Source: an optimization exercise on an open RTL-to-GDS flow (aim: small area and a short achievable clock period). Production flows keep margins and buffers that such runs may drop.
The RTL was checked by simulation tests, not by an equivalence proof against the original design.
Power and IR drop assume default switching activity.

## flow/design.v (module list and top-level ports; edited modules follow where they fit)
// module abs_difference: 8 lines
// module SAD_4x8: 1106 lines
// module sad_fa: 4 lines
// module sad_ha: 4 lines
// module control: 28 lines
// module top_level: 165 lines
module top_level
#(parameter WIDTH = 8)
(
	input clk, rst, init, finish, ack,
	input [WIDTH-1:0]
		ori_0,
		ori_1,
		ori_2,
		ori_3,
		ori_4,
		ori_5,
		ori_6,
		ori_7,
		ori_8,
		ori_9,
		ori_10,
		ori_11,
		ori_12,
		ori_13,
		ori_14,
		ori_15,
		ori_16,
		ori_17,
		ori_18,
		ori_19,
		ori_20,
		ori_21,
		ori_22,
		ori_23,
		ori_24,
		ori_25,
		ori_26,
		ori_27,
		ori_28,
		ori_29,
		ori_30,
		ori_31,
		can_0,
		can_1,
		can_2,
		can_3,
		can_4,
		can_5,
		can_6,
		can_7,
		can_8,
		can_9,
		can_10,
		can_11,
		can_12,
		can_13,
		can_14,
		can_15,
		can_16,
		can_17,
		can_18,
		can_19,
		can_20,
		can_21,
		can_22,
		can_23,
		can_24,
		can_25,
		can_26,
		can_27,
		can_28,
		can_29,
		can_30,
		can_31,
	output done,
	output [WIDTH+4:0] out_sad
	);
  // ...
==> flow/flow/run.sh <==
#!/bin/bash
# The standard layout with two changes:
#  - the port buffers are buf_1 cells (buffer_ports otherwise picks the slow,
#    large clkdlybuf4s50_1); repair_design and repair_timing still resize them.
#  - synthesis maps the logic with abc_speed.script from this folder: the
#    standard script's delay mapping without its final buffering and sizing
#    passes, so the netlist starts small and the layout's repair_timing sizes
#    up only the paths that need it. Registers, flattening and renaming are
#    exactly as in the standard flow's synthesis (synth_recipe.tcl is used unchanged).
set -euo pipefail
export BUFFER_PORTS_ARGS="-buffer_cell sky130_fd_sc_hd__buf_1"
rm -rf scripts_abc
cp -r "$FLOW_HOME/scripts" scripts_abc
cp flow/abc_speed.script scripts_abc/abc_speed.script
export SCRIPTS_DIR="$PWD/scripts_abc"
bash standard.sh finish > standard.log 2>&1
==> flow/flow/abc_speed.script <==
strash
&get -n
&st
&dch
&nf
&put
==> flow/standard.sh <==
#!/bin/bash
# synth_recipe.tcl (not shown) runs the flow's synth.tcl, then flattens the netlist and writes it again
# the make line also repeats each setting of config.mk as NAME=value (left out here)
make -C /OpenROAD-flow-scripts/flow DESIGN_CONFIG=/design/flow/config.mk WORK_HOME=/design/flow/orfs CLKGATE_MAP_FILE= SYNTH_SCRIPT=/design/flow/synth_recipe.tcl "${@:-finish}"
==> flow/config.mk <==
export PLATFORM = sky130hd
export DESIGN_NAME = top_level
export DESIGN_NICKNAME = top_level
export VERILOG_FILES = /design/flow/design.v
export SDC_FILE = /design/flow/constraint.sdc
export NUM_CORES = 4
export LEC_CHECK = 0
export CAP_MARGIN = 20
export CORE_MARGIN = 2
export CORE_UTILIZATION = 40
export SETUP_SLACK_MARGIN = 0
export SLEW_MARGIN = 20
export SYNTH_HIERARCHICAL = 1
export SYNTH_MINIMUM_KEEP_SIZE = 0
==> flow/constraint.sdc <==
create_clock -name core_clock -period 5.8 [get_ports {clk}]
set_input_delay 1.1600 -clock core_clock [delete_from_list [all_inputs] [get_ports {clk}]]
set_output_delay 1.1600 -clock core_clock [all_outputs]
set_load 0.01 [all_outputs]
==> results.yml, run 1 <==
run_status:
  outcome: "complete, no violations"
sta:
  min_period_ns: 3.47
  tns_ns: 0
  hold_viol: 0
  finClkSkew_ns: 0.0114
critical_path:
  critical_path_class: "register to register"
  r2r_end: "total[12]"
  crit_chain: "fa_1 -> fa_1 -> clkinv_1 -> fa_1 -> o21ai_0 -> a41oi_1 -> o31ai_1 -> xor2_1 -> nand3_1 -> a21oi_1"
  cp_num_cells: 10
  critical-path-max-stage-delay_ns: 0.54
  r2r_start: "b_SAD_4x8.rb[5]"
  reg2regPathDepth: 10
grt:
  antenna_found_initial: 0
  use_met1_pct: 28.5
  grt_pass1_wl_mm: 101
  overflow: 0
  busiest_layer: "met2"
  first_global_vias: 19066
  use_met3_pct: 1.97
floorplanning:
  dieArea_um2: 61300
  core_um2: 58800
  die_w_um: 248
  tapCellCount: 773
logic_synthesis:
  synth.cell_area_um2: 23700
  yosysSeqAreaShare_pct: 21.9
  synth_fp_nets: 3474
  synthFlopType: "dfxtp_1"
  yosysTopAreaCell: "fa_1"
detailed_routing:
  wl_per_cell_um: 17.7
  wl_met3_mm: 2.48
  wl_met2_mm: 33.3
  routed_via_density: 4.82
  drt-initial-drc-count: 684
power_and_ir_drop:
  p_seq_share_pct: 19.2
  p_int_uw: 10500
  p_seq_uw: 3710
  power_density_nw_per_um2: 694
placement:
  dpl.hpwl_mm: 59.7
layout:
  stdcell_count: 3736
  buf_share_pct: 7.16
clock_tree:
  cts_tree: "built"
  clock_latency_ns: 0.55
==> run 2, diff against run 1 <==
--- a/flow/config.mk
+++ b/flow/config.mk
@@ -8,7 +8,7 @@
 export CAP_MARGIN = 20
 export CORE_MARGIN = 2
 export CORE_UTILIZATION = 40
-export SETUP_SLACK_MARGIN = 0
+export SETUP_SLACK_MARGIN = 2.9
 export SLEW_MARGIN = 20
 export SYNTH_HIERARCHICAL = 1
 export SYNTH_MINIMUM_KEEP_SIZE = 0
==> run 2 against run 1 <==
  * Still clean on timing, DRC and antenna
  * Combinational power rose by 7%
  * Setup slack improved by 0.52 ns
  * Synthesized cell count unchanged
  * Global-route usage is 0.75 points higher
  * Final cell count rose by 0.40%
  * Clock power shrank 7%
  * Sequential power about the same
  * Clock skew decreased by 0.0018 ns
  * Non-clock buffer count increased by 9
  * Die area unchanged
==> results.yml, run 2 <==
critical_path:
  crit_start: "b_SAD_4x8.ra[69]"
  reg2regPathDepth: 5
  path_max_fanout: 1
  path_common_cell: "fa_1"
  critPathSlowestCell: "fa_2"
  r2r_end: "b_SAD_4x8.rb[15]"
  arrival_ns: 3.37
  crit_chain: "fa_2 -> fa_2 -> fa_1 -> fa_1 -> fa_1"
  r2r_slack_ns: 2.85
  r2r_start: "b_SAD_4x8.ra[69]"
  critical-path-max-stage-delay_ns: 0.60
  start_kind: "register"
  end_kind: "register"
  required_ns: 6.22
  critical_path_class: "register to register"
layout:
  nNetsFinal: 4050
  stdcell_count: 3751
  stdcell_area_um2: 31000
  regMostFlops: "b_SAD_4x8.ra"
  layout-drive-gt1-share_pct: 18.6
  largest_reg_flops: 196
  area_delta_synth_final_pct: 30.6
  layout_commonest_cell: "buf_1"
  reg_top3: "b_SAD_4x8.ra x196, b_SAD_4x8.rb x45, total x13"
  antenna_cells: 0
  final_cell_mix: "buf_1 (525), clkinv_1 (296), dfxtp_1 (241)"
  multi_input_area_um2: 19900
  seq_area_um2: 5220
  num-fill-cells: 5332
sta:
  timing.hold.ws_ns: 0.451
  fmax_mhz: 339
  slew_violations: 0
  slew_headroom_pct: 36.8
  setup_ws_ns: 2.85
  rsz0062_at_grt: "true"
  tns_ns: 0
  worst_slew_pin_slew_ns: 0.945
  finClkSkew_ns: 0.00962
  post-route-period-util_pct: 50.8
  finalSetupViolCount: 0
  hold_viol: 0
  min_period_ns: 2.95
floorplanning:
  num_rows: 89
  start_util_pct: 40.3
  dieArea_um2: 61300
  core_um2: 58800
  ios: 531
  die_y_um: 248
  die_w_um: 248
placement:
  dpl.hpwl_mm: 61.6
  io_buffers: 530
  dpl_cell_area_um2: 29500
  place_ws_ns: 2.27
  numPlacedInstances: 3681
  gp_congestion: 0.906
clock_tree:
  clkTransAtPathRegs_ns: 0.06
  cts_tree: "built"
  numCtsBuffers: 30
  root_buffer: "clkbuf_16"
  clock_path_buffers: 3
  holdBufCountCts: 0
  cts.sinks: 259
  h-tree-depth: 1
  clock_latency_ns: 0.54
logic_synthesis:
  async_flop_share_pct: 1.16
  syn-instance-count: 2378
  yosys.area.top_type_share_pct: 25.0
  yosysUniqueCellTypes: 29
  yosysWarnings: 9
  yosysTopAreaCell: "fa_1"
  yosysMostFrequentCell: "clkinv_1"
  netlist_top_cells_count: "clkinv_1 (351), xnor2_1 (313), fa_1 (296)"
  yosysSeqAreaShare_pct: 21.9
  synth_fp_nets: 3474
  synth_edf_count: 0
  ys_ff_latch: 259
  synth_area_per_cell_um2: 9.97
  synthFlopType: "dfxtp_1"
  synth.cell_area_um2: 23700
  synth_top_cells_by_area: "fa_1 (25%), dfxtp_1 (22%), ha_1 (15%), xnor2_1 (12%), clkinv_1 (5.6%)"
detailed_routing:
  route.vias.total: 18156
  drc: 0
  ant_nets: 0
  wl_per_cell_um: 18.2
  drt-initial-drc-count: 512
  wl_mm: 68.4
  drt_first_pass_iters: 5
  routed_via_density: 4.84
power_and_ir_drop:
  swShare_pct: 45.0
  p_clk_share_pct: 9.6
  p_seq_share_pct: 18.3
  combPwrFrac_pct: 72.1
  peakVddDrop_uv: 672
  p_leak_uw: 0.0120
  p_int_uw: 11100
  power_density_nw_per_um2: 650
  switchingPower_uw: 9060
run_status:
  outcome: "complete, no violations"
grt:
  first_global_vias: 19481
  grt_pass1_wl_mm: 105
  grt_max_degree: 28
  antenna_found_initial: 0
  grt_usage_pct: 22.1
  overflow: 0
hold_path:
  hp-class: "input port to async pin"
job:
  max_cap_viol_count: 0
## run 2: cell families after synthesis
group | after synthesis | synth area share [%]
and+or+nand+nor | 350 | 6.47
DFF | 259 | 21.9
AOI/OAI and AO/OA | 404 | 10.1
adders and majority gates | 579 | 39.9
xor gates and xnor gates | 435 | 16.1
buffers and inverters | 351 | 5.55
## run 2: worst max-delay path by stage
stage                     depth (start not counted)               end
after global placement                           10   b_SAD_4x8.ra[1]
after global routing                             10         total[12]
after floorplan                                   9  b_SAD_4x8.ra[32]
after detailed placement                         10  b_SAD_4x8.ra[29]
after CTS                                         5  b_SAD_4x8.rb[19]
final                                             5  b_SAD_4x8.rb[15]
## run 2: Yosys stat by module (local to each module, per instance)
module | copies in the design | cell area (um2) | cells inside | flops+latches
control | 1 | 125 | 13 | 3
SAD_4x8 | 1 | 17600 | 2033 | 241
sad_fa | 263 | 20.0 | 1 | 0
top_level | 1 | 512 | 54 | 15
sad_ha | 15 | 12.5 | 1 | 0
## run 2: worst max-delay path: cells and delay by family, from the launching register on
| kind | cells | cell delay [ns] |
|---|---|---|
| adder cells (fa/ha/maj) | 5 | 2.49 |
| flip-flops | 1 | 0.34 |
## run 2: layout make-up
cell class | count | area share, %
Clock buffer | 41 | 2.72
Clock inverter | 15 | 0.590
Inverter | 351 | 5.53
Multi-Input combinational cell | 1773 | 64.4
Sequential cell | 259 | 16.9
Tap cell | 773 | 3.12
Timing Repair Buffer | 539 | 6.82
## run 2: metal layers
metal  wire length, um  GRT usage, %
met1             30400          29.2
met2             35500          40.9
met3              1900         0.930
met4               680          2.59
met5                 0             0
## run 2: through the flow
stage | utilization (%) | power (uW)
final | 52.7 | 20100
after global routing | 52.7 | 22300
after CTS | 52.3 | 20200
after detailed placement | 50.1 | 17500
after global placement | 50.1 | 17200
after floorplan | - | 13000
## run 2: repair_timing
item	CTS	global route
setup endpoints to repair	17	47
gates resized for setup	47	38
setup buffers	5	4
pin swaps	18	26
gates cloned	2	3
## run 2: power by group through the flow
stage | clock [uW] | sequential (uW) | combinational [uW]
floorplan | 0 | 3440 | 9550
global placement | 0 | 3730 | 13400
detailed placement | 0 | 3720 | 13800
CTS | 1970 | 3720 | 14500
global route | 2040 | 3790 | 16400
finish | 1930 | 3690 | 14500
==> run 3, diff against run 2 <==
--- a/flow/config.mk
+++ b/flow/config.mk
@@ -8,7 +8,7 @@
 export CAP_MARGIN = 20
 export CORE_MARGIN = 2
 export CORE_UTILIZATION = 40
-export SETUP_SLACK_MARGIN = 2.9
+export SETUP_SLACK_MARGIN = 2.3
 export SLEW_MARGIN = 20
 export SYNTH_HIERARCHICAL = 1
 export SYNTH_MINIMUM_KEEP_SIZE = 0
==> run 3 against run 2 <==
  * Sequential share of layout area grew 1.9 points
  * Combinational power shrank 7%
  * Utilization shrank 5.4 points
  * Flip-flop and latch count is the same
  * Cell area shrank 10%
  * Global-route usage shrank 0.75 points
  * Critical path type is now input port to register
==> results.yml, run 3 <==
logic_synthesis:
  async_flop_share_pct: 1.16
  synthFlopType: "dfxtp_1"
  yosys.area.top_type_share_pct: 25.0
  yosysTopAreaCell: "fa_1"
  netlist_top_cells_count: "clkinv_1 (351), xnor2_1 (313), fa_1 (296)"
  synth.cell_area_um2: 23700
  synth_area_per_cell_um2: 9.97
  ys_ff_latch: 259
  synth_top_cells_by_area: "fa_1 (25%), dfxtp_1 (22%), ha_1 (15%), xnor2_1 (12%), clkinv_1 (5.6%)"
  yosysWarnings: 9
  syn-instance-count: 2378
  synth_edf_count: 0
  yosysMostFrequentCell: "clkinv_1"
  synth_fp_nets: 3474
  yosysSeqAreaShare_pct: 21.9
  yosysUniqueCellTypes: 29
critical_path:
  reg2regPathDepth: 10
  critical-path-max-stage-delay_ns: 0.47
  path_max_fanout: 8
  cp_num_cells: 10
  critPathSlowestCell: "fa_1"
  arrival_ns: 3.69
  crit_chain: "buf_1 -> clkinv_1 -> ha_1 -> clkinv_1 -> fa_1 -> o21ai_0 -> a21oi_1 -> xor2_1 -> xnor2_1 -> fa_1"
  required_ns: 6.22
  crit_family: "adder cells"
  critical_path_class: "input port to register"
  end_kind: "register"
  start_kind: "input port"
  r2r_start: "b_SAD_4x8.rb[5]"
  r2r_slack_ns: 2.53
  path_buf_inv: 3
  r2r_end: "total[12]"
clock_tree:
  clock_latency_ns: 0.55
  clock_path_buffers: 3
  cts_setup_buffers: 0
  numCtsBuffers: 30
  cts_tree: "built"
  cts.sinks: 259
  holdBufCountCts: 0
  h-tree-depth: 1
  root_buffer: "clkbuf_16"
  clkTransAtPathRegs_ns: 0.06
sta:
  min_period_ns: 3.28
  slew_violations: 0
  timing.hold.ws_ns: 0.426
  tns_ns: 0
  worst_slew_pin_slew_ns: 0.941
  post-route-period-util_pct: 56.5
  finClkSkew_ns: 0.0120
  slew_headroom_pct: 37.0
  fmax_mhz: 305
  finalSetupViolCount: 0
  rsz0062_at_grt: "true"
  hold_viol: 0
run_status:
  outcome: "complete, no violations"
floorplanning:
  ios: 531
  num_rows: 89
  core_um2: 58800
  die_w_um: 248
  start_util_pct: 40.3
  dieArea_um2: 61300
  die_y_um: 248
grt:
  antenna_found_initial: 0
  grt_pass1_wl_mm: 101
  grt_max_degree: 28
  first_global_vias: 19066
  overflow: 0
  grt_usage_pct: 21.3
detailed_routing:
  ant_nets: 0
  wl_per_cell_um: 17.6
  drt-initial-drc-count: 698
  drc: 0
  route.vias.total: 18016
  wl_mm: 65.9
  drt_first_pass_iters: 7
  routed_via_density: 4.82
job:
  max_cap_viol_count: 0
layout:
  largest_reg_flops: 196
  reg_top3: "b_SAD_4x8.ra x196, b_SAD_4x8.rb x45, total x13"
  antenna_cells: 0
  layout-drive-gt1-share_pct: 1.92
  layout_commonest_cell: "buf_1"
  stdcell_count: 3736
  nNetsFinal: 4036
  area_delta_synth_final_pct: 17.2
  final_cell_mix: "buf_1 (530), clkinv_1 (351), xnor2_1 (313)"
  regMostFlops: "b_SAD_4x8.ra"
power_and_ir_drop:
  p_leak_uw: 0.0112
  peakVddDrop_uv: 888
  power_density_nw_per_um2: 695
placement:
  numPlacedInstances: 3681
  dpl.hpwl_mm: 59.7
  gp_congestion: 0.905
  io_buffers: 530
hold_path:
  hp-class: "input port to async pin"
## run 3: cells by family (layout without fill, tap and decap cells)
family | after synthesis | in the layout | synth area share, %
buffers and inverters | 351 | 936 | 5.55
AND/OR/NAND/NOR | 350 | 350 | 6.47
adder cells (fa/ha/maj) | 579 | 579 | 39.9
AO/OA/AOI/OAI | 404 | 404 | 10.1
XOR/XNOR | 435 | 435 | 16.1
flip-flops | 259 | 259 | 21.9
## run 3: worst max-delay path by stage
stage,start,endpoint
floorplan,can_10[3],b_SAD_4x8.ra[32]
global placement,can_27[0],b_SAD_4x8.ra[92]
detailed placement,can_21[0],b_SAD_4x8.ra[139]
CTS,b_SAD_4x8.rb[5],total[12]
global route,b_SAD_4x8.rb[5],total[12]
finish,can_20[0],b_SAD_4x8.ra[182]
## run 3: worst reg2reg max path: stages (launching register included)
cell and delay (ns):
dfxtp_1 0.40, fa_1 0.46, fa_1 0.54, clkinv_1 0.09
fa_1 0.45, o21ai_2 0.24, a41oi_1 0.20, o31ai_1 0.31
xor2_1 0.23, nand3_1 0.10, a21oi_1 0.19
## run 3: per-layer routing
layer | GRT usage [%] | share of wire [%]
met5 | 0 | 0
met4 | 2.03 | 0.64
met3 | 1.97 | 3.9
met2 | 38.5 | 51
met1 | 28.5 | 45
## run 3: repair_timing
action | CTS | global route
endpoints found under the setup margin | 0 | 4
resized for setup | 0 | 5
hold endpoints to repair | 0 | 0
## run 3: stage by stage
step | worst slack, ns | utilization, % | power [uW] | area, um2
3_3_place_gp | 1.94 | 45.4 | 17100 | 26700
6_report | 2.52 | 47.3 | 19300 | 27800
2_1_floorplan | 2.33 | - | 12500 | 23700
3_5_place_dp | 1.93 | 45.4 | 17400 | 26700
5_1_grt | 2.27 | 47.3 | 21300 | 27800
4_1_cts | 2.30 | 47.3 | 19500 | 27800
## run 3: per-module statistics from Yosys, one instance, submodules excluded
module / times used / area, um2
control: 1 / 125
sad_fa: 263 / 20.0
SAD_4x8: 1 / 17600
sad_ha: 15 / 12.5
top_level: 1 / 512
## run 3: where the power goes
group | leakage (uW) | total, uW | switching (uW) | internal (uW)
registers | 0.00219 | 3710 | 693 | 3010
clock network | 0.000549 | 2080 | 772 | 1310
logic | 0.00845 | 13500 | 7320 | 6210
## run 3: area by class of cell
type | instances | area [um2]
inverter | 351 | 1320
fill | 5647 | 31000
sequential | 259 | 5200
timing repair buffer | 530 | 1990
tap | 773 | 967
clock buffer | 37 | 848
multi-input combinational | 1768 | 17200
clock inverter | 18 | 262
==> run 4, diff against run 3 <==
--- a/flow/config.mk
+++ b/flow/config.mk
@@ -8,7 +8,7 @@
 export CAP_MARGIN = 20
 export CORE_MARGIN = 2
 export CORE_UTILIZATION = 40
-export SETUP_SLACK_MARGIN = 2.3
+export SETUP_SLACK_MARGIN = 2.7
 export SLEW_MARGIN = 20
 export SYNTH_HIERARCHICAL = 1
 export SYNTH_MINIMUM_KEEP_SIZE = 0
==> run 4 against run 3 <==
  * Still clean on timing, DRC and antenna
  * Setup slack improved by 0.24 ns
  * Clock power fell by 13%
  * Routed wire length rose by 0.68%
  * Cell area rose by 2.8%
  * Flip-flop and latch count did not move
  * Final cell count barely moved
  * Critical path type unchanged
  * Highest routed layer unchanged
==> results.yml, run 4 <==
run_status:
  outcome: "complete, no violations"
job:
  max_cap_viol_count: 0
detailed_routing:
  wl_mm: 66.4
  drt-initial-drc-count: 498
  wl_per_cell_um: 17.8
  ant_nets: 0
  route.vias.total: 17969
  drt_first_pass_iters: 5
  drc: 0
  routed_via_density: 4.81
power_and_ir_drop:
  p_clk_share_pct: 9.4
  peakVddDrop_uv: 703
  combPwrFrac_pct: 71.5
  p_seq_share_pct: 19.1
  p_int_uw: 10500
  power_density_nw_per_um2: 675
  switchingPower_uw: 8780
  swShare_pct: 45.5
  p_leak_uw: 0.0115
logic_synthesis:
  async_flop_share_pct: 1.16
  yosysWarnings: 9
  yosysSeqAreaShare_pct: 21.9
  syn-instance-count: 2378
  synth_area_per_cell_um2: 9.97
  yosysTopAreaCell: "fa_1"
  yosys.area.top_type_share_pct: 25.0
  synthFlopType: "dfxtp_1"
  ys_ff_latch: 259
  synth_top_cells_by_area: "fa_1 (25%), dfxtp_1 (22%), ha_1 (15%), xnor2_1 (12%), clkinv_1 (5.6%)"
  synth.cell_area_um2: 23700
  synth_edf_count: 0
  netlist_top_cells_count: "clkinv_1 (351), xnor2_1 (313), fa_1 (296)"
  yosysUniqueCellTypes: 29
  synth_fp_nets: 3474
  yosysMostFrequentCell: "clkinv_1"
sta:
  timing.hold.ws_ns: 0.440
  fmax_mhz: 329
  slew_headroom_pct: 39.5
  tns_ns: 0
  finalSetupViolCount: 0
  hold_viol: 0
  finClkSkew_ns: 0.0101
  rsz0062_at_grt: "true"
  worst_slew_pin_slew_ns: 0.904
  slew_violations: 0
  post-route-period-util_pct: 52.4
  setup_ws_ns: 2.76
  min_period_ns: 3.04
layout:
  layout-drive-gt1-share_pct: 7.16
  layout_commonest_cell: "buf_1"
  fin_util_pct: 48.6
  final_cell_mix: "buf_1 (530), clkinv_1 (349), fa_1 (277)"
  regMostFlops: "b_SAD_4x8.ra"
  num-fill-cells: 5566
  stdcell_count: 3735
  nNetsFinal: 4036
  largest_reg_flops: 196
  reg_top3: "b_SAD_4x8.ra x196, b_SAD_4x8.rb x45, total x13"
  area_delta_synth_final_pct: 20.4
critical_path:
  arrival_ns: 3.42
  critical_path_class: "input port to register"
  path_max_fanout: 7
  start_kind: "input port"
  required_ns: 6.18
  end_kind: "register"
hold_path:
  hp-class: "input port to async pin"
placement:
  dpl.hpwl_mm: 59.8
  io_buffers: 530
  numPlacedInstances: 3681
  place_ws_ns: 2.24
  gp_congestion: 0.912
grt:
  first_global_vias: 19421
  antenna_found_initial: 2
  grt_usage_pct: 21.8
  grt_pass1_wl_mm: 103
  grt_max_degree: 28
  overflow: 0
floorplanning:
  num_rows: 89
  die_y_um: 248
  core_um2: 58800
  die_w_um: 248
  ios: 531
  dieArea_um2: 61300
  start_util_pct: 40.3
clock_tree:
  holdBufCountCts: 0
  root_buffer: "clkbuf_16"
  cts.sinks: 259
  clock_path_buffers: 3
  h-tree-depth: 1
  clock_latency_ns: 0.54
  cts_tree: "built"
  clkTransAtPathRegs_ns: 0.06
  numCtsBuffers: 28
==> run 4: repair_timing <==
item	4_1_cts	5_1_grt
gates resized for setup	2	14
buffers inserted	0	2
gates cloned	0	0
endpoints found under the setup margin	2	9
pin swaps	1	3
==> run 4: per-stage QoR <==
stage                     power (uW)  cell area, um2
after floorplan                12700           24600
after global placement         17100           27500
after detailed placement       17400           27500
after CTS                      19400           28500
after global routing           21500           28600
final                          19300           28600
==> run 4: cell type report <==
class | instances | area, um2 | share of cell area, %
clock buffer | 40 | 797 | 2.79
sequential | 259 | 5200 | 18.2
inverter | 351 | 1320 | 4.62
antenna | 1 | 2.50 | 0.00876
multi-input combinational | 1768 | 18100 | 63.5
timing repair buffer | 532 | 2000 | 7.02
tap | 773 | 967 | 3.39
clock inverter | 11 | 135 | 0.473
==> run 4: path summary, 6_finish.rpt <==
path                       cells after the start        startpoint  slack (ns)                 to
hold / removal                                 2               rst        0.44  b_control.done_st
setup / recovery                               9         can_27[5]        2.76  b_SAD_4x8.ra[195]
max in group asynchronous                      2               rst        5.24     b_control.busy
min in group core_clock                        2          total[0]        0.47           total[0]
hold reg to reg                                2          total[0]        0.47           total[0]
setup reg to reg                               5  b_SAD_4x8.ra[70]        2.79   b_SAD_4x8.rb[15]
==> run 4: kinds of logic after synthesis <==
group | Yosys count | share of synthesized area, %
adder cells (fa/ha/maj) | 579 | 39.9
XOR/XNOR | 435 | 16.1
AO/OA/AOI/OAI | 404 | 10.1
buffers and inverters | 351 | 5.55
AND/OR/NAND/NOR | 350 | 6.47
flip-flops | 259 | 21.9
==> run 4: power groups by stage <==
stage / Clock (uW) / Combinational (uW) / Sequential (uW)
final: 1810 / 13800 / 3680
after global routing: 1920 / 15800 / 3800
after CTS: 1860 / 13800 / 3720
after detailed placement: 0 / 13700 / 3740
after global placement: 0 / 13300 / 3750
after floorplan: 0 / 9250 / 3440
==> run 4: modules after synthesis (local to each module, per instance) <==
module,times used,cells,cell area [um2]
control,1,13,125
SAD_4x8,1,2033,17600
sad_fa,263,1,20.0
top_level,1,54,512
sad_ha,15,1,12.5
==> run 4: critical path, stage by stage <==
cell,delay (ns)
buf_1,0.09
clkinv_1,0.10
ha_1,0.38
a21oi_1,0.27
o21ai_0,0.17
a21oi_2,0.36
xor2_1,0.24
xnor2_1,0.14
fa_1,0.52
==> run 4: per-layer routing <==
metal / up-vias / part of all wire (%) / track usage, %
li1: 8895 / - / -
met1: 8614 / 43 / 27.5
met2: 379 / 51 / 39.7
met3: 81 / 3.4 / 2.28
met4: 0 / 2.5 / 5.27
met5: - / 0 / 0
==> run 5, diff against run 4 <==
--- a/flow/config.mk
+++ b/flow/config.mk
@@ -8,7 +8,7 @@
 export CAP_MARGIN = 20
 export CORE_MARGIN = 2
 export CORE_UTILIZATION = 40
-export SETUP_SLACK_MARGIN = 2.7
+export SETUP_SLACK_MARGIN = 2.8
 export SLEW_MARGIN = 20
 export SYNTH_HIERARCHICAL = 1
 export SYNTH_MINIMUM_KEEP_SIZE = 0
==> run 5 against run 4 <==
  * Routed wire length increased by 1.7%
  * Worst hold slack improved by 0.024 ns
  * Clock-buffer cell count is 1 higher
  * Flip-flop and latch count is the same
  * Highest routed layer unchanged
==> results.yml, run 5 <==
grt:
  grt_usage_pct: 22.0
  antenna_found_initial: 0
  first_global_vias: 19554
  grt_max_degree: 28
  grt_pass1_wl_mm: 104
  use_met3_pct: 1.83
  met2_usage_pct: 41.3
  busiest_layer: "met2"
  use_met1_pct: 28.2
  overflow: 0
logic_synthesis:
  yosysTopAreaCell: "fa_1"
  async_flop_share_pct: 1.16
  synth_edf_count: 0
  synth.cell_area_um2: 23700
  netlist_top_cells_count: "clkinv_1 (351), xnor2_1 (313), fa_1 (296)"
  synth_fp_nets: 3474
  synth_top_cells_by_area: "fa_1 (25%), dfxtp_1 (22%), ha_1 (15%), xnor2_1 (12%), clkinv_1 (5.6%)"
  synth_area_per_cell_um2: 9.97
  syn-instance-count: 2378
  yosysSeqAreaShare_pct: 21.9
  yosysWarnings: 9
  yosysUniqueCellTypes: 29
  yosysMostFrequentCell: "clkinv_1"
  ys_ff_latch: 259
  yosys.area.top_type_share_pct: 25.0
  synthFlopType: "dfxtp_1"
floorplanning:
  num_rows: 89
  start_util_pct: 40.3
  core_um2: 58800
  ios: 531
  dieArea_um2: 61300
  die_w_um: 248
  die_y_um: 248
job:
  max_cap_viol_count: 0
critical_path:
  critPathSlowestCell: "fa_1"
  critical-path-max-stage-delay_ns: 0.55
  r2r_start: "b_SAD_4x8.ra[56]"
  critical_path_class: "register to register"
  path_max_fanout: 1
  crit_chain: "fa_1 -> fa_1 -> fa_1 -> fa_1 -> fa_1"
  crit_start: "b_SAD_4x8.ra[56]"
  r2r_slack_ns: 2.83
  r2r_end: "b_SAD_4x8.rb[15]"
  required_ns: 6.21
  reg2regPathDepth: 5
  start_kind: "register"
  path_common_cell: "fa_1"
  arrival_ns: 3.37
  end_kind: "register"
detailed_routing:
  wl_mm: 67.5
  routed_via_density: 4.84
  drt_first_pass_iters: 5
  route.vias.total: 18097
  ant_nets: 0
  drt-initial-drc-count: 580
  drc: 0
  wl_per_cell_um: 18.1
clock_tree:
  holdBufCountCts: 0
  clock_path_buffers: 3
  root_buffer: "clkbuf_16"
  clkTransAtPathRegs_ns: 0.06
  clock_latency_ns: 0.54
  numCtsBuffers: 29
  h-tree-depth: 1
  cts_tree: "built"
  cts.sinks: 259
power_and_ir_drop:
  p_clk_share_pct: 9.0
  p_int_uw: 11000
  switchingPower_uw: 9250
  power_density_nw_per_um2: 676
  p_seq_share_pct: 18.4
  p_leak_uw: 0.0119
  peakVddDrop_uv: 1080
  combPwrFrac_pct: 72.6
  swShare_pct: 45.7
layout:
  stdcell_count: 3736
  layout_commonest_cell: "buf_1"
  reg_top3: "b_SAD_4x8.ra x196, b_SAD_4x8.rb x45, total x13"
  area_delta_synth_final_pct: 26.1
  largest_reg_flops: 196
  layout-drive-gt1-share_pct: 13.1
  final_cell_mix: "buf_1 (530), clkinv_1 (315), ha_1 (259)"
  antenna_cells: 0
  nNetsFinal: 4038
  regMostFlops: "b_SAD_4x8.ra"
sta:
  hold_viol: 0
  finClkSkew_ns: 0.00997
  slew_violations: 0
  tns_ns: 0
  fmax_mhz: 337
  rsz0062_at_grt: "true"
  finalSetupViolCount: 0
  worst_slew_pin_slew_ns: 1.05
  post-route-period-util_pct: 51.2
  min_period_ns: 2.97
  timing.hold.ws_ns: 0.463
  slew_headroom_pct: 30.0
hold_path:
  hp-class: "input port to async pin"
placement:
  dpl.hpwl_mm: 61.0
  gp_congestion: 0.892
  io_buffers: 530
  numPlacedInstances: 3681
run_status:
  outcome: "complete, no violations"
[run 5: worst max-delay path, delay by kind of cell, from the launching register on]
family                     cells  cell delay (ns)
adders and majority gates      5             2.49
DFF                            1             0.35
[run 5: cell families after synthesis]
family | count (synthesis) | synth area share [%]
adder cells (fa/ha/maj) | 579 | 39.9
XOR/XNOR | 435 | 16.1
AO/OA/AOI/OAI | 404 | 10.1
buffers and inverters | 351 | 5.55
AND/OR/NAND/NOR | 350 | 6.47
flip-flops | 259 | 21.9
[run 5: modules after synthesis (local to each module, per instance)]
module | cells inside | cell area [um2]
top_level | 54 | 512
control | 13 | 125
sad_ha | 1 | 12.5
SAD_4x8 | 2033 | 17600
sad_fa | 1 | 20.0
[run 5: layer usage]
| layer | wire length, um | up-vias |
|---|---|---|
| met1 | 29400 | 8789 |
| met3 | 1990 | 53 |
| li1 | - | 8901 |
| met2 | 35200 | 354 |
| met5 | 0 | - |
| met4 | 864 | 0 |
[run 5: worst max path at each step]
stage                        end  cells past startpoint
3_5_place_dp   b_SAD_4x8.ra[179]                     10
4_1_cts                total[12]                     10
3_3_place_gp     b_SAD_4x8.ra[1]                     10
2_1_floorplan   b_SAD_4x8.ra[32]                      9
5_1_grt                total[10]                     11
6_report        b_SAD_4x8.rb[15]                      5
[run 5: power groups by stage]
stage / sequential (uW) / clock, uW / combinational (uW)
2_1_floorplan: 3440 / 0 / 9450
6_report: 3720 / 1820 / 14700
3_3_place_gp: 3770 / 0 / 13600
4_1_cts: 3740 / 1860 / 14300
3_5_place_dp: 3760 / 0 / 14000
5_1_grt: 3830 / 1930 / 16500
[run 5: final cells by class]
cell class | count | area, um2
Multi-Input combinational cell | 1768 | 19200
Clock buffer | 41 | 811
Timing Repair Buffer | 533 | 2010
Inverter | 351 | 1530
Sequential cell | 259 | 5220
Fill cell | 5447 | 28900
Tap cell | 773 | 967
Clock inverter | 11 | 133
[run 5: timing repair]
item                                    4_1_cts  5_1_grt
buffers inserted                              1        2
pin swaps                                     3       17
resized for setup                            15       36
endpoints found under the setup margin        9       13
[run 5: metrics by stage]
| step | setup slack [ns] | power, uW | instance area [um2] | utilization, % |
|---|---|---|---|---|
| floorplan | 2.70 | 12900 | 25800 | - |
| global placement | 2.40 | 17400 | 28800 | 49.0 |
| detailed placement | 2.34 | 17800 | 28800 | 49.0 |
| CTS | 2.79 | 19900 | 29800 | 50.7 |
| global route | 2.71 | 22300 | 29900 | 50.9 |
| finish | 2.83 | 20200 | 29900 | 50.9 |
==> run 6, diff against run 5 <==
--- a/flow/config.mk
+++ b/flow/config.mk
@@ -8,7 +8,7 @@
 export CAP_MARGIN = 20
 export CORE_MARGIN = 2
 export CORE_UTILIZATION = 40
-export SETUP_SLACK_MARGIN = 2.8
+export SETUP_SLACK_MARGIN = 2.6
 export SLEW_MARGIN = 20
 export SYNTH_HIERARCHICAL = 1
 export SYNTH_MINIMUM_KEEP_SIZE = 0
==> run 6 against run 5 <==
  * Clock skew is 0.026 ns higher
  * Non-clock buffer count is 2 lower
  * Clock-buffer cell count did not move
  * Setup slack lost 0.11 ns
  * Final cell count unchanged
  * Combinational power decreased by 9.5%
  * Synthesized area unchanged
  * First-iteration DRC count rose by 3.1%
  * Global-route usage is 0.77 points lower
  * Sequential share of layout area grew 1.2 points
  * Synthesized cell count did not move
  * Largest power group unchanged
==> results.yml, run 6 <==
detailed_routing:
  wl_per_cell_um: 17.7
  route.vias.total: 18092
  drc: 0
  drt_first_pass_iters: 5
  routed_via_density: 4.84
  wl_mm: 66.1
  drt-initial-drc-count: 598
  ant_nets: 0
critical_path:
  r2r_start: "b_SAD_4x8.rb[4]"
  start_kind: "input port"
  path_max_fanout: 8
  required_ns: 6.22
  crit_start: "can_12[0]"
  arrival_ns: 3.50
  reg2regPathDepth: 10
  r2r_end: "total[12]"
  endpoint: "b_SAD_4x8.ra[114]"
  end_kind: "register"
  critical_path_class: "input port to register"
  r2r_slack_ns: 2.79
grt:
  first_global_vias: 18980
  grt_usage_pct: 21.2
  antenna_found_initial: 0
  grt_pass1_wl_mm: 101
  grt_max_degree: 28
  overflow: 0
sta:
  worst_slew_pin_slew_ns: 0.975
  finalSetupViolCount: 0
  tns_ns: 0
  hold_viol: 0
  slew_headroom_pct: 34.8
  rsz0062_at_grt: "false"
  post-route-period-util_pct: 53.1
  fmax_mhz: 325
  setup_ws_ns: 2.72
  slew_violations: 0
  finClkSkew_ns: 0.0362
  min_period_ns: 3.08
layout:
  antenna_cells: 0
  layout-drive-gt1-share_pct: 3.71
  final_cell_mix: "buf_1 (530), clkinv_1 (351), xnor2_1 (301)"
  num-fill-cells: 5628
  reg_top3: "b_SAD_4x8.ra x196, b_SAD_4x8.rb x45, total x13"
  area_delta_synth_final_pct: 17.9
  layout_commonest_cell: "buf_1"
  regMostFlops: "b_SAD_4x8.ra"
  largest_reg_flops: 196
  nNetsFinal: 4037
placement:
  gp_congestion: 0.930
  io_buffers: 530
  place_ws_ns: 2.17
  dpl.hpwl_mm: 59.9
logic_synthesis:
  netlist_top_cells_count: "clkinv_1 (351), xnor2_1 (313), fa_1 (296)"
  async_flop_share_pct: 1.16
  synth.cell_area_um2: 23700
  synth_edf_count: 0
  synthFlopType: "dfxtp_1"
  yosys.area.top_type_share_pct: 25.0
  ys_ff_latch: 259
  synth_fp_nets: 3474
  yosysUniqueCellTypes: 29
  synth_area_per_cell_um2: 9.97
  yosysSeqAreaShare_pct: 21.9
  yosysWarnings: 9
  synth_top_cells_by_area: "fa_1 (25%), dfxtp_1 (22%), ha_1 (15%), xnor2_1 (12%), clkinv_1 (5.6%)"
  syn-instance-count: 2378
  yosysMostFrequentCell: "clkinv_1"
  yosysTopAreaCell: "fa_1"
power_and_ir_drop:
  peakVddDrop_uv: 584
  p_leak_uw: 0.0112
  power_density_nw_per_um2: 674
clock_tree:
  cts_tree: "built"
  cts.sinks: 259
  clock_path_buffers: 3
  h-tree-depth: 1
  root_buffer: "clkbuf_16"
  numCtsBuffers: 30
  clkTransAtPathRegs_ns: 0.06
  clock_latency_ns: 0.56
  holdBufCountCts: 0
job:
  max_cap_viol_count: 0
floorplanning:
  num_rows: 89
  start_util_pct: 40.3
  core_um2: 58800
  dieArea_um2: 61300
  die_w_um: 248
  die_y_um: 248
  ios: 531
run_status:
  outcome: "complete, no violations"
hold_path:
  hp-class: "input port to async pin"
## run 6: worst min-delay path by stage
stage | end | startpoint | cells past startpoint
4_1_cts | b_control.busy | rst | 2
3_5_place_dp | b_SAD_4x8.rb[2] | b_SAD_4x8.ra[11] | 1
6_report | b_control.busy | rst | 2
5_1_grt | b_control.busy | rst | 2
3_3_place_gp | b_SAD_4x8.rb[2] | b_SAD_4x8.ra[11] | 1
2_1_floorplan | en_1 | b_control.busy | 0
## run 6: metal layers
layer	global-route usage, %	wire length [um]	up-vias
li1	-	-	8887
met4	3.36	964	0
met1	28.0	29200	8759
met3	1.96	2510	62
met2	38.3	33400	384
met5	0	0	-
## run 6: worst max-delay path, stage by stage
cell      delay [ns]
buf_1           0.07
clkinv_1        0.04
ha_1            0.16
clkinv_1        0.08
fa_1            0.41
o21ai_1         0.23
a31oi_1         0.15
o21a_2          0.32
xnor2_1         0.36
fa_1            0.50
## run 6: layout make-up
class	instances	area [um2]	area share, %
multi-input combinational	1768	17500	62.6
sequential	259	5200	18.6
timing repair buffer	531	2000	7.14
inverter	351	1320	4.71
clock inverter	13	143	0.510
tap	773	967	3.46
clock buffer	41	843	3.02
## run 6: Yosys stat by module, one instance, submodules excluded
module,flip-flops and latches,cells,copies in the design,cell area [um2]
sad_ha,0,1,15,12.5
top_level,15,54,1,512
SAD_4x8,241,2033,1,17600
sad_fa,0,1,263,20.0
control,3,13,1,125
## run 6: per-stage QoR
stage               hold slack, ns  utilization (%)  instance area [um2]  power (uW)  cells
finish                       0.443             47.6                28000       18900   3736
global route                 0.430             47.6                28000       20900   3736
CTS                          0.424             47.5                27900       19100   3735
detailed placement           0.458             45.8                27000       17200   3681
global placement             0.454             45.8                27000       16900   3681
floorplan                    0.386                -                24000       12600   2378
## run 6: repair_timing
item / CTS / global route
pin swaps: 0 / 2
setup buffers: 0 / 1
gates resized for setup: 2 / 2
setup endpoints to repair: 1 / 1
## run 6: where the power goes
part / internal (uW) / total (uW) / switching [uW]
Clock: 1110 / 1870 / 759
Combinational: 6160 / 13300 / 7150
Sequential: 3010 / 3680 / 668
Total: 10300 / 18900 / 8580
## run 6: logic make-up after synthesis
family	Yosys count	share of synthesized area, %
AO/OA/AOI/OAI	404	10.1
buffers and inverters	351	5.55
adder cells (fa/ha/maj)	579	39.9
flip-flops	259	21.9
XOR/XNOR	435	16.1
AND/OR/NAND/NOR	350	6.47
==> run 7, diff against run 6 <==
==> flow/flow/abc_speed.script (replaced) <==
strash
&get -n
&st
&dch
&nf
&put
buffer -c
==> run 7 against run 6 <==
  * Final cell count increased by 0.32%
  * Clock skew shrank 0.024 ns
  * Synthesized area rose by 1.7%
  * Non-clock buffer count up 1
  * Critical endpoint is now total[11]
  * Setup slack lost 0.068 ns
  * Maximum frequency is 2.1% lower
  * Power is 2.9% higher
  * Worst hold slack got worse by 0.017 ns
  * Combinational power grew 3%
  * Global-route usage rose by 1.3 points
==> results.yml, run 7 <==
placement:
  gp_congestion: 0.931
  dpl.hpwl_mm: 63.5
  io_buffers: 530
floorplanning:
  die_y_um: 250
  die_w_um: 250
  num_rows: 90
  dieArea_um2: 62300
  core_um2: 60000
  ios: 531
  start_util_pct: 40.2
logic_synthesis:
  synth_edf_count: 0
  synth_top_cells_by_area: "fa_1 (25%), dfxtp_1 (21%), ha_1 (15%), xnor2_1 (11%), inv_1 (5.5%)"
  yosysTopAreaCell: "fa_1"
  async_flop_share_pct: 1.16
  synthFlopType: "dfxtp_1"
  syn-instance-count: 2397
  synth_area_per_cell_um2: 10.1
  yosys.area.top_type_share_pct: 24.6
  yosysUniqueCellTypes: 34
  yosysMostFrequentCell: "inv_1"
  synth_fp_nets: 3493
  synth.cell_area_um2: 24100
  yosysWarnings: 9
  netlist_top_cells_count: "inv_1 (351), xnor2_1 (313), fa_1 (296)"
  ys_ff_latch: 259
  yosysSeqAreaShare_pct: 21.5
clock_tree:
  root_buffer: "clkbuf_16"
  cts.sinks: 259
  clock_latency_ns: 0.56
  clkTransAtPathRegs_ns: 0.06
  h-tree-depth: 1
  clock_path_buffers: 3
  holdBufCountCts: 0
  numCtsBuffers: 29
  cts_tree: "built"
sta:
  slew_headroom_pct: 44.3
  rsz0062_at_grt: "true"
  finClkSkew_ns: 0.0120
  finalSetupViolCount: 0
  fmax_mhz: 318
  worst_slew_pin_slew_ns: 0.833
  min_period_ns: 3.14
  timing.hold.ws_ns: 0.426
  slew_violations: 0
  hold_viol: 0
  post-route-period-util_pct: 54.2
  tns_ns: 0
grt:
  grt_usage_pct: 22.6
  first_global_vias: 19695
  overflow: 0
  grt_pass1_wl_mm: 108
  grt_max_degree: 28
  antenna_found_initial: 5
hold_path:
  hp-class: "register to register"
  min_delay_path_depth: 0
critical_path:
  end_kind: "register"
  endpoint: "total[11]"
  r2r_slack_ns: 2.66
  cp_num_cells: 10
  crit_chain: "fa_1 -> fa_1 -> ha_1 -> a21oi_1 -> nor2_1 -> a211oi_1 -> o31ai_2 -> xor2_1 -> nand3_1 -> a21oi_1"
  path_buf_inv: 0
  r2r_start: "b_SAD_4x8.rb[32]"
  required_ns: 6.29
  start_kind: "register"
  critical-path-max-stage-delay_ns: 0.55
  path_max_fanout: 4
  reg2regPathDepth: 10
  crit_family: "adder cells"
  arrival_ns: 3.63
  critical_path_class: "register to register"
  crit_start: "b_SAD_4x8.rb[32]"
  r2r_end: "total[11]"
  critPathSlowestCell: "fa_1"
detailed_routing:
  routed_via_density: 4.84
  drt-initial-drc-count: 630
  route.vias.total: 18145
  drt_first_pass_iters: 5
  ant_nets: 0
  drc: 0
  wl_per_cell_um: 18.8
  wl_mm: 70.5
power_and_ir_drop:
  peakVddDrop_uv: 717
  power_density_nw_per_um2: 694
  p_leak_uw: 0.0124
job:
  max_cap_viol_count: 0
layout:
  layout-drive-gt1-share_pct: 5.77
  reg_top3: "b_SAD_4x8.ra x196, b_SAD_4x8.rb x45, total x13"
  largest_reg_flops: 196
  regMostFlops: "b_SAD_4x8.ra"
  final_cell_mix: "buf_1 (530), inv_1 (351), xnor2_1 (309)"
  layout_commonest_cell: "buf_1"
  nNetsFinal: 4037
  area_delta_synth_final_pct: 16.0
run_status:
  outcome: "complete, no violations"
run 7: final cells by class:
cell class | instances | area [um2]
clock inverter | 14 | 168
multi-input combinational | 1768 | 17500
clock buffer | 40 | 858
antenna | 2 | 5.00
timing repair buffer | 532 | 2000
tap | 782 | 978
sequential | 259 | 5200
fill | 5701 | 32000
inverter | 351 | 1320
run 7: worst min-delay path by stage:
stage / start / end / slack (ns)
3_3_place_gp: b_control.busy / en_1 / 0.40
5_1_grt: rst / b_control.done_st / 0.44
2_1_floorplan: b_control.busy / en_1 / 0.38
6_report: b_control.busy / en_1 / 0.43
4_1_cts: rst / b_control.wait_st / 0.42
3_5_place_dp: b_control.busy / en_1 / 0.41
run 7: modules after synthesis, one instance, submodules excluded:
module,flops+latches,cells inside
top_level,15,58
sad_ha,0,1
sad_fa,0,1
SAD_4x8,241,2048
control,3,13
run 7: repair_timing:
item / in CTS / in global routing
setup buffers: 1 / 1
pin swaps: 3 / 6
setup endpoints to repair: 1 / 32
gates cloned: 0 / 0
resized for setup: 2 / 20
run 7: logic make-up (layout without fill, tap and decap cells):
group           after synthesis  count (layout)  share of synthesized area [%]
compound gates              404             404                           10.4
xor+xnor                    435             435                           15.8
fa+ha+maj                   579             579                           39.2
buf+inv                     370             937                           6.47
flops                       259             259                           21.5
other cells                   0               2                              0
simple gates                350             350                           6.52
run 7: layer usage:
layer,GRT usage (%),up-vias,wire (um)
met3,3.19,97,2760
met4,5.92,4,1990
met5,0,-,28
met2,40.1,395,34700
li1,-,8897,-
met1,28.8,8752,31000
run 7: power breakdown:
group | total [uW] | internal (uW) | switching [uW]
Sequential | 3790 | 3010 | 776
Clock | 1940 | 1170 | 773
Combinational | 13700 | 6260 | 7420
Total | 19400 | 10400 | 8970
run 7: stage by stage:
step	power (uW)	setup slack, ns	instances	utilization (%)	area (um2)
after floorplan	12600	2.60	2397	-	24100
after global placement	17100	2.08	3690	44.8	26900
after detailed placement	17300	2.07	3690	44.8	26900
after CTS	19500	2.60	3745	46.5	27900
after global routing	21500	2.56	3747	46.6	28000
final	19400	2.66	3748	46.6	28000
==> run 8, diff against run 7 <==
==> flow/flow/abc_speed.script (replaced) <==
strash
&get -n
&st
&dch
&nf -p -R 20
&put
==> run 8 against run 7 <==
  * Still clean
  * Die area down 1.9%
  * Synthesized area down 2.0%
  * Utilization up 1.9 points
  * Clock power down 4%
  * Via count up 0.14%
  * Sequential share of layout area down 0.32 points
  * Highest routed layer is now met4
==> results.yml, run 8 <==
run_status:
  outcome: "complete, no violations"
power_and_ir_drop:
  power_density_nw_per_um2: 681
  p_leak_uw: 0.0113
  p_seq_share_pct: 19.2
  peakVddDrop_uv: 704
  p_int_uw: 10500
  p_clk_share_pct: 9.7
  switchingPower_uw: 8940
  combPwrFrac_pct: 71.1
  swShare_pct: 46.0
clock_tree:
  root_buffer: "clkbuf_16"
  cts.sinks: 259
  numCtsBuffers: 29
  cts_tree: "built"
  clock_latency_ns: 0.55
  clock_path_buffers: 3
  clkTransAtPathRegs_ns: 0.06
  holdBufCountCts: 0
  h-tree-depth: 1
layout:
  area_delta_synth_final_pct: 20.4
  layout_commonest_cell: "buf_1"
  stdcell_area_um2: 28500
  largest_reg_flops: 196
  nNetsFinal: 4062
  fin_util_pct: 48.5
  regMostFlops: "b_SAD_4x8.ra"
  reg_top3: "b_SAD_4x8.ra x196, b_SAD_4x8.rb x45, total x13"
  final_cell_mix: "buf_1 (530), clkinv_1 (337), xnor2_1 (320)"
  layout-drive-gt1-share_pct: 5.39
grt:
  grt_pass1_wl_mm: 103
  grt_usage_pct: 22.0
  overflow: 0
  first_global_vias: 19025
  grt_max_degree: 28
  antenna_found_initial: 0
logic_synthesis:
  yosysUniqueCellTypes: 27
  yosysMostFrequentCell: "clkinv_1"
  ys_ff_latch: 259
  synthFlopType: "dfxtp_1"
  synth_top_cells_by_area: "fa_1 (25%), dfxtp_1 (22%), ha_1 (15%), xnor2_1 (12%), clkinv_1 (5.6%)"
  synth_edf_count: 0
  synth.cell_area_um2: 23700
  yosys.area.top_type_share_pct: 25.1
  yosysSeqAreaShare_pct: 22.0
  async_flop_share_pct: 1.16
  yosysTopAreaCell: "fa_1"
  netlist_top_cells_count: "clkinv_1 (351), xnor2_1 (320), fa_1 (296)"
  yosysWarnings: 9
  syn-instance-count: 2394
  synth_fp_nets: 3490
  synth_area_per_cell_um2: 9.88
critical_path:
  crit_start: "can_14[0]"
  arrival_ns: 3.55
  r2r_start: "b_SAD_4x8.rb[20]"
  start_kind: "input port"
  required_ns: 6.21
  critical_path_class: "input port to register"
  path_max_fanout: 8
  end_kind: "register"
job:
  max_cap_viol_count: 0
placement:
  io_buffers: 530
  gp_congestion: 0.918
  place_ws_ns: 1.89
  dpl.hpwl_mm: 61.4
  dpl_cell_area_um2: 27300
detailed_routing:
  route.vias.total: 18171
  wl_mm: 68.2
  wl_per_cell_um: 18.1
  routed_via_density: 4.83
  drc: 0
  drt_first_pass_iters: 5
  ant_nets: 0
  drt-initial-drc-count: 718
sta:
  hold_viol: 0
  timing.hold.ws_ns: 0.450
  min_period_ns: 3.14
  post-route-period-util_pct: 54.2
  tns_ns: 0
  worst_slew_pin_slew_ns: 0.890
  rsz0062_at_grt: "true"
  setup_ws_ns: 2.66
  finalSetupViolCount: 0
  slew_headroom_pct: 40.5
  fmax_mhz: 318
  finClkSkew_ns: 0.0195
  slew_violations: 0
floorplanning:
  core_um2: 58700
  die_w_um: 247
  ios: 531
  die_y_um: 247
  dieArea_um2: 61100
  num_rows: 89
  start_util_pct: 40.3
hold_path:
  hp-class: "input port to async pin"
[run 8: cell count changes in the layout (fill, tap and decap cells not counted), moves of 10 or more]
cell / change
xnor2_1: +11
nor2_1: +27
a31oi_1: -15
or2b_2: -15
clkinv_1: +337
a21o_1: +48
o21ba_2: -13
a31oi_4: +12
ha_4: +10
a21o_2: -49
inv_1: -351
nand2b_1: +15
[run 8: kinds of logic after synthesis]
family          after synthesis  synth area share [%]
compound gates              373                  9.04
buf+inv                     351                  5.57
fa+ha+maj                   579                  40.0
flops                       259                  22.0
xor+xnor                    435                  16.1
simple gates                397                  7.28
[run 8: critical path, cell delays in order]
cell and delay [ns]:
buf_1 0.08, clkinv_1 0.04, ha_1 0.20, clkinv_1 0.10, fa_1 0.40, o21ai_1 0.23, nand3_1 0.12, nand2_1 0.13
a31oi_2 0.27, xnor2_1 0.35, fa_1 0.47
[run 8: final timing paths]
check                           cells past startpoint                 to  slack, ns
worst max register to register                     10          total[11]       2.74
min in group core_clock                             2           total[9]       0.47
worst max-delay path                               11   b_SAD_4x8.ra[59]       2.66
worst min register to register                      2           total[9]       0.47
worst min-delay path                                2  b_control.done_st       0.45
max in group asynchronous                           2  b_control.wait_st       5.24
[run 8: per-module statistics from Yosys (local to each module, per instance)]
module | cell area [um2] | times used | cells inside
SAD_4x8 | 17600 | 1 | 2049
sad_ha | 12.5 | 15 | 1
control | 125 | 1 | 13
sad_fa | 20.0 | 263 | 1
top_level | 512 | 1 | 54
[run 8: routing by layer]
| metal | vias up | track usage (%) | routed length [um] |
|---|---|---|---|
| li1 | 8934 | - | - |
| met1 | 8751 | 28.6 | 29800 |
| met2 | 420 | 39.8 | 34400 |
| met3 | 66 | 2.22 | 2720 |
| met4 | 0 | 3.96 | 1310 |
| met5 | - | 0 | 0 |
[run 8: power by group through the flow]
stage	clock [uW]	combinational [uW]	sequential [uW]
after CTS	1910	13700	3760
final	1870	13800	3730
after global routing	1980	15600	3820
after floorplan	0	9120	3440
after detailed placement	0	13600	3780
after global placement	0	13400	3790
[run 8: timing repair]
action                     in CTS  in global routing
buffers inserted                3                  8
pin swaps                       5                 10
setup endpoints to repair      37                 40
resized for setup               1                  9
[run 8: cell type report]
class                   instances  area (um2)
fillers                      5540       30200
multi-input cells            1784       17800
flip-flops and latches        259        5200
diodes                          1        2.50
clock buffers                  39         813
repair buffers                541        2160
clock inverters                14         168
inverters                     351        1400
well taps                     773         967
[run 8: through the flow]
step	power, uW	instances
after floorplan	12600	2394
after global routing	21400	3761
after CTS	19400	3753
after global placement	17200	3697
after detailed placement	17400	3697
final	19400	3762
==> run 9, diff against run 8 <==
==> flow/flow/abc_speed.script (replaced) <==
strash
&get -n
&st
&dch
&nf -p -R 50
&put
==> run 9 against run 8 <==
  * Via count hardly changed
  * Sequential power about the same
  * Synthesized area hardly changed
  * Sequential share of layout area barely moved
  * Critical path type unchanged
  * Final cell count is 0.11% higher
  * First-iteration DRC count is 8.6% lower
  * Flip-flop and latch count is the same
  * Power down 2.2%
  * Critical path depth rose by 1
==> results.yml, run 9 <==
run_status:
  outcome: "complete, no violations"
power_and_ir_drop:
  total_power_uw: 19000
  swShare_pct: 45.8
  p_seq_share_pct: 19.6
  peakVddDrop_uv: 724
  switchingPower_uw: 8700
  power_density_nw_per_um2: 667
  p_clk_share_pct: 10.3
  p_leak_uw: 0.0113
  combPwrFrac_pct: 70.2
  p_int_uw: 10300
grt:
  antenna_found_initial: 0
  grt_usage_pct: 21.8
  grt_max_degree: 16
  first_global_vias: 19170
  overflow: 0
  grt_pass1_wl_mm: 102
critical_path:
  required_ns: 6.23
  endpoint: "b_SAD_4x8.ra[29]"
  crit_start: "can_3[0]"
  r2r_start: "b_SAD_4x8.ra[97]"
  start_kind: "input port"
  r2r_slack_ns: 2.71
  critical_path_class: "input port to register"
  reg2regPathDepth: 5
  end_kind: "register"
  r2r_end: "b_SAD_4x8.rb[23]"
  path_max_fanout: 8
  arrival_ns: 3.56
sta:
  fmax_mhz: 319
  slew_violations: 0
  post-route-period-util_pct: 54.0
  slew_headroom_pct: 49.7
  tns_ns: 0
  min_period_ns: 3.13
  finalSetupViolCount: 0
  hold_viol: 0
  rsz0062_at_grt: "true"
  finClkSkew_ns: 0.00858
  worst_slew_pin_slew_ns: 0.754
logic_synthesis:
  netlist_top_cells_count: "clkinv_1 (351), xnor2_1 (317), fa_1 (296)"
  synth_top_cells_by_area: "fa_1 (25%), dfxtp_1 (22%), ha_1 (15%), xnor2_1 (12%), clkinv_1 (5.6%)"
  synthFlopType: "dfxtp_1"
  async_flop_share_pct: 1.16
  yosysWarnings: 9
  synth.cell_area_um2: 23600
  yosysSeqAreaShare_pct: 22.0
  yosysTopAreaCell: "fa_1"
  synth_area_per_cell_um2: 9.86
  yosys.area.top_type_share_pct: 25.1
  yosysUniqueCellTypes: 26
  yosysMostFrequentCell: "clkinv_1"
  synth_fp_nets: 3494
  synth_edf_count: 0
  ys_ff_latch: 259
  syn-instance-count: 2398
clock_tree:
  holdBufCountCts: 0
  root_buffer: "clkbuf_16"
  cts_tree: "built"
  h-tree-depth: 1
  clkTransAtPathRegs_ns: 0.06
  numCtsBuffers: 30
  clock_path_buffers: 3
  cts.sinks: 259
  clock_latency_ns: 0.55
hold_path:
  hp-class: "input port to async pin"
detailed_routing:
  ant_nets: 0
  wl_mm: 67.2
  drt-initial-drc-count: 656
  drc: 0
  wl_per_cell_um: 17.8
  drt_first_pass_iters: 5
  route.vias.total: 18182
  routed_via_density: 4.83
layout:
  num-fill-cells: 5551
  stdcell_area_um2: 28500
  area_delta_synth_final_pct: 20.4
  layout_commonest_cell: "buf_1"
  layout-drive-gt1-share_pct: 5.41
  final_cell_mix: "buf_1 (530), clkinv_1 (337), xnor2_1 (314)"
  reg_top3: "b_SAD_4x8.ra x196, b_SAD_4x8.rb x45, total x13"
  regMostFlops: "b_SAD_4x8.ra"
  nNetsFinal: 4066
  antenna_cells: 0
  largest_reg_flops: 196
floorplanning:
  start_util_pct: 40.3
  dieArea_um2: 61100
  die_w_um: 247
  ios: 531
  die_y_um: 247
  core_um2: 58700
  num_rows: 89
placement:
  io_buffers: 530
  gp_congestion: 0.921
  dpl_cell_area_um2: 27300
  dpl.hpwl_mm: 60.3
job:
  max_cap_viol_count: 0
-- run 9: layer usage --
| layer | vias to the layer above | track usage (%) | wire length (um) |
|---|---|---|---|
| li1 | 8929 | - | - |
| met1 | 8830 | 28.8 | 29700 |
| met2 | 383 | 39.7 | 34300 |
| met3 | 40 | 1.90 | 2440 |
| met4 | 0 | 2.50 | 764 |
| met5 | - | 0 | 0 |
-- run 9: worst min path at each step --
| stage | slack (ns) | depth (start not counted) | to | from |
|---|---|---|---|---|
| 2_1_floorplan | 0.36 | 0 | en_1 | b_control.busy |
| 3_3_place_gp | 0.45 | 0 | en_1 | b_control.busy |
| 3_5_place_dp | 0.45 | 0 | en_1 | b_control.busy |
| 4_1_cts | 0.43 | 2 | b_control.done_st | rst |
| 5_1_grt | 0.45 | 2 | b_control.done_st | rst |
| 6_report | 0.45 | 2 | b_control.done_st | rst |
-- run 9: timing repair --
action                     in CTS  in global routing
setup buffers                   4                  6
setup endpoints to repair      36                 35
resized for setup               1                  7
pin swaps                       4                  5
-- run 9: cells by family (layout without fill, tap and decap cells) --
group / count (synthesis) / in the layout / share of synthesized area [%]
simple gates: 401 / 401 / 7.27
flops: 259 / 259 / 22.0
buf+inv: 351 / 946 / 5.57
fa+ha+maj: 579 / 579 / 40.0
compound gates: 373 / 373 / 8.99
xor+xnor: 435 / 435 / 16.1
-- run 9: stage by stage --
step | util, % | std cells | setup WS, ns | hold WS (ns)
final | 48.5 | 3766 | 2.67 | 0.453
after global routing | 48.5 | 3766 | 2.57 | 0.450
after CTS | 48.3 | 3760 | 2.60 | 0.433
after detailed placement | 46.4 | 3701 | 1.91 | 0.451
after global placement | 46.4 | 3701 | 1.99 | 0.455
after floorplan | - | 2398 | 2.44 | 0.363
-- run 9: area by class of cell --
cell class	instances	area [um2]	area share [%]
clock inverter	14	165	0.580
sequential	259	5200	18.3
timing repair buffer	540	2130	7.47
tap	773	967	3.40
clock buffer	41	863	3.03
multi-input combinational	1788	17700	62.3
inverter	351	1400	4.93
-- run 9: power groups by stage --
stage / clock network, uW / logic (uW) / registers, uW
after floorplan: 0 / 9160 / 3450
after global placement: 0 / 13000 / 3790
after detailed placement: 0 / 13400 / 3780
after CTS: 1990 / 13500 / 3760
after global routing: 2060 / 15200 / 3830
final: 1950 / 13300 / 3720
-- run 9: Yosys stat by module, one instance, submodules excluded --
module	copies in the design	cell area, um2	cells inside	flip-flops and latches
sad_fa	263	20.0	1	0
sad_ha	15	12.5	1	0
top_level	1	502	55	15
SAD_4x8	1	17600	2052	241
control	1	116	13	3
-- run 9: critical path, stage by stage --
cell and delay, ns:
buf_1 0.22, clkinv_8 0.07, ha_4 0.17, fa_2 0.40, nand3_2 0.08, nand2_2 0.08
a31oi_4 0.16, nor2_2 0.08, a211oi_4 0.29, buf_12 0.17, xor2_1 0.24, fa_1 0.43
==> run 10, diff against run 9 <==
==> flow/flow/abc_speed.script (replaced) <==
strash
&get -n
&st
&dch
&nf
&put
--- a/flow/config.mk
+++ b/flow/config.mk
@@ -8,6 +8,7 @@
 export CAP_MARGIN = 20
 export CORE_MARGIN = 2
 export CORE_UTILIZATION = 40
+export PLACE_DENSITY = 0.75
 export SETUP_SLACK_MARGIN = 2.6
 export SLEW_MARGIN = 20
 export SYNTH_HIERARCHICAL = 1
==> run 10 against run 9 <==
  * Power hardly changed
  * Still clean on timing, DRC and antenna
  * Combinational power about the same
  * Non-clock buffer count down 10
  * Clock power decreased by 4%
  * Global-route usage fell by 0.55 points
  * Cell area decreased by 1.8%
  * Largest power group unchanged
  * Setup slack improved by 0.064 ns
  * Synthesized area increased by 0.35%
  * Sequential power barely moved
  * Maximum frequency is 2.1% higher
==> results.yml, run 10 <==
detailed_routing:
  wl_mm: 65.1
  drc: 0
  drt_first_pass_iters: 4
  route.vias.total: 17772
  wl_per_cell_um: 17.4
  ant_nets: 0
  drt-initial-drc-count: 558
  routed_via_density: 4.76
floorplanning:
  die_y_um: 248
  start_util_pct: 40.3
  ios: 531
  dieArea_um2: 61300
  die_w_um: 248
  num_rows: 89
  core_um2: 58800
power_and_ir_drop:
  peakVddDrop_uv: 656
  p_leak_uw: 0.0112
  power_density_nw_per_um2: 679
sta:
  finClkSkew_ns: 0.0144
  finalSetupViolCount: 0
  min_period_ns: 3.07
  fmax_mhz: 326
  post-route-period-util_pct: 52.9
  rsz0062_at_grt: "false"
  hold_viol: 0
  slew_headroom_pct: 32.3
  tns_ns: 0
  worst_slew_pin_slew_ns: 1.01
  slew_violations: 0
layout:
  regMostFlops: "b_SAD_4x8.ra"
  nNetsFinal: 4036
  layout_commonest_cell: "buf_1"
  final_cell_mix: "buf_1 (530), clkinv_1 (351), xnor2_1 (301)"
  reg_top3: "b_SAD_4x8.ra x196, b_SAD_4x8.rb x45, total x13"
  largest_reg_flops: 196
  area_delta_synth_final_pct: 17.9
  num-fill-cells: 5608
  layout-drive-gt1-share_pct: 3.68
  stdcell_count: 3733
logic_synthesis:
  synth_edf_count: 0
  ys_ff_latch: 259
  yosysTopAreaCell: "fa_1"
  synth_top_cells_by_area: "fa_1 (25%), dfxtp_1 (22%), ha_1 (15%), xnor2_1 (12%), clkinv_1 (5.6%)"
  synth.cell_area_um2: 23700
  yosysUniqueCellTypes: 29
  yosysSeqAreaShare_pct: 21.9
  synth_fp_nets: 3474
  yosys.area.top_type_share_pct: 25.0
  synthFlopType: "dfxtp_1"
  synth_area_per_cell_um2: 9.97
  netlist_top_cells_count: "clkinv_1 (351), xnor2_1 (313), fa_1 (296)"
  yosysMostFrequentCell: "clkinv_1"
  yosysWarnings: 9
  syn-instance-count: 2378
  async_flop_share_pct: 1.16
critical_path:
  arrival_ns: 3.50
  r2r_end: "b_SAD_4x8.rb[15]"
  critPathSlowestCell: "fa_1"
  critical-path-max-stage-delay_ns: 0.59
  end_kind: "register"
  path_max_fanout: 1
  required_ns: 6.23
  path_common_cell: "fa_1"
  r2r_slack_ns: 2.73
  crit_chain: "fa_1 -> fa_1 -> fa_1 -> fa_1 -> fa_1"
  r2r_start: "b_SAD_4x8.ra[69]"
  critical_path_class: "register to register"
  reg2regPathDepth: 5
  start_kind: "register"
clock_tree:
  clock_path_buffers: 3
  root_buffer: "clkbuf_16"
  clock_latency_ns: 0.57
  clkTransAtPathRegs_ns: 0.06
  numCtsBuffers: 30
  cts.sinks: 259
  h-tree-depth: 1
  cts_tree: "built"
job:
  max_cap_viol_count: 0
grt:
  grt_usage_pct: 21.2
  overflow: 0
  first_global_vias: 18458
  grt_max_degree: 28
  grt_pass1_wl_mm: 99.6
  antenna_found_initial: 1
hold_path:
  hp-class: "input port to async pin"
run_status:
  outcome: "complete, no violations"
placement:
  gp_congestion: 0.909
  dpl.hpwl_mm: 58.3
  io_buffers: 530
  numPlacedInstances: 3681
## run 10: where the power goes
| part | switching (uW) | internal (uW) |
|---|---|---|
| clock | 761 | 1110 |
| sequential | 719 | 3010 |
| combinational | 7220 | 6160 |
## run 10: Yosys stat by module (local to each module, per instance)
| module | flops+latches | times used | cells inside | cell area, um2 |
|---|---|---|---|---|
| control | 3 | 1 | 13 | 125 |
| sad_ha | 0 | 15 | 1 | 12.5 |
| sad_fa | 0 | 263 | 1 | 20.0 |
| top_level | 15 | 1 | 54 | 512 |
| SAD_4x8 | 241 | 1 | 2033 | 17600 |
## run 10: repair_timing
item | CTS | global route
endpoints found under the setup margin | 1 | 2
buffers inserted | 0 | 0
hold buffers | 0 | 0
pin swaps | 2 | 1
resized for setup | 2 | 5
## run 10: cell type report
cell class,instances,area (um2),share of cell area (%)
sequential,259,5200,18.6
clock buffer,44,895,3.20
multi-input combinational,1768,17500,62.6
clock inverter,7,82.6,0.295
antenna,1,2.50,0.00895
timing repair buffer,530,1990,7.11
tap,773,967,3.46
inverter,351,1320,4.71
## run 10: cells by family after synthesis
| logic type | after synthesis | synth area share, % |
|---|---|---|
| flip-flops | 259 | 21.9 |
| XOR/XNOR | 435 | 16.1 |
| AND/OR/NAND/NOR | 350 | 6.47 |
| AO/OA/AOI/OAI | 404 | 10.1 |
| adder cells (fa/ha/maj) | 579 | 39.9 |
| buffers and inverters | 351 | 5.55 |
## run 10: layer usage
| layer | track usage [%] | wire length (um) | up-vias | part of all wire (%) |
|---|---|---|---|---|
| li1 | - | - | 8892 | - |
| met1 | 27.2 | 28200 | 8450 | 43 |
| met2 | 38.5 | 33400 | 370 | 51 |
| met3 | 2.49 | 2430 | 60 | 3.7 |
| met4 | 4.09 | 1060 | 0 | 1.6 |
| met5 | 0 | 0 | - | 0 |
## run 10: critical path, delay by kind of cell, from the launching register on
kind	cells	cell delay, ns
fa+ha+maj	5	2.52
flops	1	0.40
## run 10: stage by stage
| stage | area, um2 | hold WS [ns] | worst slack, ns | util, % | power (uW) |
|---|---|---|---|---|---|
| global placement | 27000 | 0.446 | 2.24 | 45.8 | 16500 |
| detailed placement | 27000 | 0.449 | 2.22 | 45.8 | 17100 |
| CTS | 27900 | 0.382 | 2.62 | 47.5 | 19100 |
| global route | 28000 | 0.412 | 2.59 | 47.6 | 21000 |
| finish | 28000 | 0.414 | 2.73 | 47.6 | 19000 |
| floorplan | 24000 | 0.386 | 2.61 | - | 12600 |
## run 10: how the worst max path moves through the flow
stage / from / to / slack, ns / cells after the start
after floorplan: can_13[0] / b_SAD_4x8.ra[59] / 2.61 / 9
after global placement: can_27[0] / b_SAD_4x8.ra[92] / 2.24 / 9
after detailed placement: can_27[0] / b_SAD_4x8.ra[92] / 2.22 / 9
after CTS: b_SAD_4x8.rb[5] / total[12] / 2.62 / 10
after global routing: b_SAD_4x8.rb[5] / total[12] / 2.59 / 10
final: b_SAD_4x8.ra[69] / b_SAD_4x8.rb[15] / 2.73 / 5

what the ideal ports hide:
The results above use ideal ports. As a check the final layouts listed here were re-extracted and re-timed, cells and wires unchanged.
Step 1 assumes that a clkbuf_16 drives the clock port and a buf_2 every other input.
Step 2 also shifts input and output timing later by t, the mid clock arrival at the registers, as if the neighbouring blocks saw the same clock.
a / b / c = ideal ports / drivers / drivers and shift; a / b = the first two.
run	shift t [ns]	setup slack, ns	latest minus earliest clock arrival (ns)
run 1	0.601	2.327 / 2.327 / 1.933	0.012 / 0.013
run 2	0.589	2.851 / 2.851 / 2.380	0.011 / 0.011
run 3	0.601	2.523 / 2.535 / 1.949	0.012 / 0.012
run 4	0.589	2.763 / 2.787 / 2.207	0.010 / 0.011
run 5	0.587	2.832 / 2.832 / 2.353	0.013 / 0.013
run 6	0.601	2.723 / 2.734 / 2.133	0.036 / 0.036
run 7	0.610	2.655 / 2.655 / 2.097	0.015 / 0.016
run 8	0.589	2.659 / 2.680 / 2.091	0.020 / 0.020
run 9	0.603	2.669 / 2.699 / 2.096	0.008 / 0.009
run 10	0.618	2.733 / 2.733 / 2.214	0.017 / 0.018
After both steps every run listed still meets setup and hold. For run 6, which loses most, drivers alone change the setup slack by +0.011 ns; drivers and shift together by -0.590 ns.
